This design comes from an exercise in tuning for small area and a short achievable clock period on the open sky130 flow, not from production work. Power is estimated from default activity; no workload was simulated.

Setup of alpha:
// tod_core
module tod_core #(parameter TIME_WIDTH_SUB_NS=20, TIME_WIDTH_NS=32, TIME_WIDTH_SEC=48) (
    input clk,
    input rst_n,
    input set_init_time,  
    input set_offset_time,  
    input plus_offset_time,  
    input wire [TIME_WIDTH_SUB_NS-1:0] init_time_sub_ns,
    input wire [TIME_WIDTH_NS-1:0] init_time_ns,
    input wire [TIME_WIDTH_SEC-1:0] init_time_sec,
    input wire [TIME_WIDTH_SUB_NS-1:0] offset_time_sub_ns,
    input wire [TIME_WIDTH_NS-1:0] offset_time_ns,  
    input wire [TIME_WIDTH_SUB_NS-1:0] incr_time_sub_ns,
    input wire [TIME_WIDTH_NS-1:0] incr_time_ns,
    output reg [TIME_WIDTH_SUB_NS-1:0] time_sub_ns,
    output reg [TIME_WIDTH_NS-1:0] time_ns,
    output reg [TIME_WIDTH_SEC-1:0] time_sec
);
For scale: ~1400 cells after synthesis, about 100 flip-flops, ~310 I/O pins.
==> flow/config.mk <==
export PLATFORM = sky130hd
export DESIGN_NAME = tod_core
export DESIGN_NICKNAME = tod_core
export VERILOG_FILES = /design/flow/design.v
export SDC_FILE = /design/flow/constraint.sdc
export NUM_CORES = 4
export LEC_CHECK = 0
export CAP_MARGIN = 20
export CORE_MARGIN = 2
export CORE_UTILIZATION = 55
export SLEW_MARGIN = 20
==> flow/constraint.sdc <==
create_clock -name core_clock -period 18.0 [get_ports {clk}]
set_input_delay 3.6000 -clock core_clock [delete_from_list [all_inputs] [get_ports {clk}]]
set_output_delay 3.6000 -clock core_clock [all_outputs]
set_load 0.01 [all_outputs]
standard.sh (not shown) runs the stock make flow with config.mk's settings and CLKGATE_MAP_FILE= SYNTH_SCRIPT=/design/flow/synth_recipe.tcl, a recipe that flattens the netlist after the stock synthesis.
==> flow/flow/run.sh <==
#!/bin/bash
# The standard layout (standard.sh), with three changes to how it is made:
# - synthesis maps all logic with flow/abc.script, an area-oriented ABC script (see flow/synth.tcl);
# - the port buffers use the smallest buffer cell instead of buffer_ports' default;
# - repair_timing works towards a setup slack of 10 ns at the design's clock period.
# - extra ORFS settings: "SYNTH_KEEP_MODULES=tod_aoi21 tod_oai21 tod_nand2 tod_nor2 tod_aoi22 tod_aoi222" (SYNTH_KEEP_MODULES keeps the one-gate blocks of
#   rtl/tod_core.v apart in synthesis, so each maps to one library gate).
# The output of every step goes to standard.log here (ORFS's own per-step logs stay in orfs/logs).
set -euo pipefail
export FLOW_ABC_SCRIPT=$PWD/flow/abc.script
bash standard.sh SYNTH_SCRIPT=$PWD/flow/synth.tcl "BUFFER_PORTS_ARGS=-buffer_cell sky130_fd_sc_hd__buf_1" SETUP_SLACK_MARGIN=10 "SYNTH_KEEP_MODULES=tod_aoi21 tod_oai21 tod_nand2 tod_nor2 tod_aoi22 tod_aoi222" finish > standard.log 2>&1
==> flow/flow/abc.script <==
&get -n
&st
&dch -f
&nf -a
&put
==> flow/flow/synth.tcl <==
# synth_recipe.tcl (the standard synthesis) with two changes: ABC maps with
# flow/abc.script in place of ORFS's abc_speed.script, and full and half adders
# are not extracted into fa/ha cells first (ABC maps that logic with the rest).
# Everything else, including the register names and cells, is as in the
# standard synthesis.
proc synth {args} { yosys synth -nofsm -noshare {*}$args }
proc extract_fa {args} { }
proc abc {args} {
  set i [lsearch -exact $args -script]
  if { $i >= 0 } {
    set args [lreplace $args [expr {$i + 1}] [expr {$i + 1}] $::env(FLOW_ABC_SCRIPT)]
  }
  yosys abc {*}$args
}
source $::env(SCRIPTS_DIR)/synth.tcl
# left out here: clear keep_hierarchy, flatten, clean up, hide names made inside functions, write 1_2_yosys.v
#### Input delta (beta over alpha)
Settings: a change of CORE_UTILIZATION from 55 to 70.
Findings:
Cell area: alpha vs beta — no meaningful difference
Where total power is concerned, alpha is better than beta.
Looking at clock tree buffer count of the final layout, beta sits 1 higher than alpha does.
beta vs. alpha: wire length on met1 fell about 3%, proportion of register bits with asynchronous set or reset after synthesis about even.
Taking alpha as the reference point, the met3 routed wirelength of beta rises by 87%.
beta vs. alpha: total of endpoints with negative setup slack in the final report ~0 delta; worst setup slack -0.46 ns; met2 routing resource usage after global routing +17 points.
Function was not checked in any run of this note: the RTL went through the layout flow alone.

## re-timing with driven ports
Ports are ideal in the flow. The routed layouts listed here were re-timed in OpenROAD.
Step 1, drivers: a clkbuf_16 drives clk and a buf_2 each remaining input, both assumed.
Step 2 adds t to the input delays and takes it off the output delays; t is the mean of the earliest and latest rising clock arrival at the registers after step 1. Input paths then give back, and output paths get back, about the clock's delay inside the block.
Three values: ideal ports, drivers, drivers and shift; two values: the first two.
run	t, ns	setup slack, ns	worst setup path at the end	cell pins on the clock port's net
alpha	0.401	10.271 / 10.200 / 9.799	input to register	1
beta	0.409	9.808 / 9.774 / 9.364	input to register	1
After both steps every run listed still meets setup and hold. The setup slack of alpha, which loses most, moves by -0.071 ns with the drivers and by -0.472 ns with both steps.
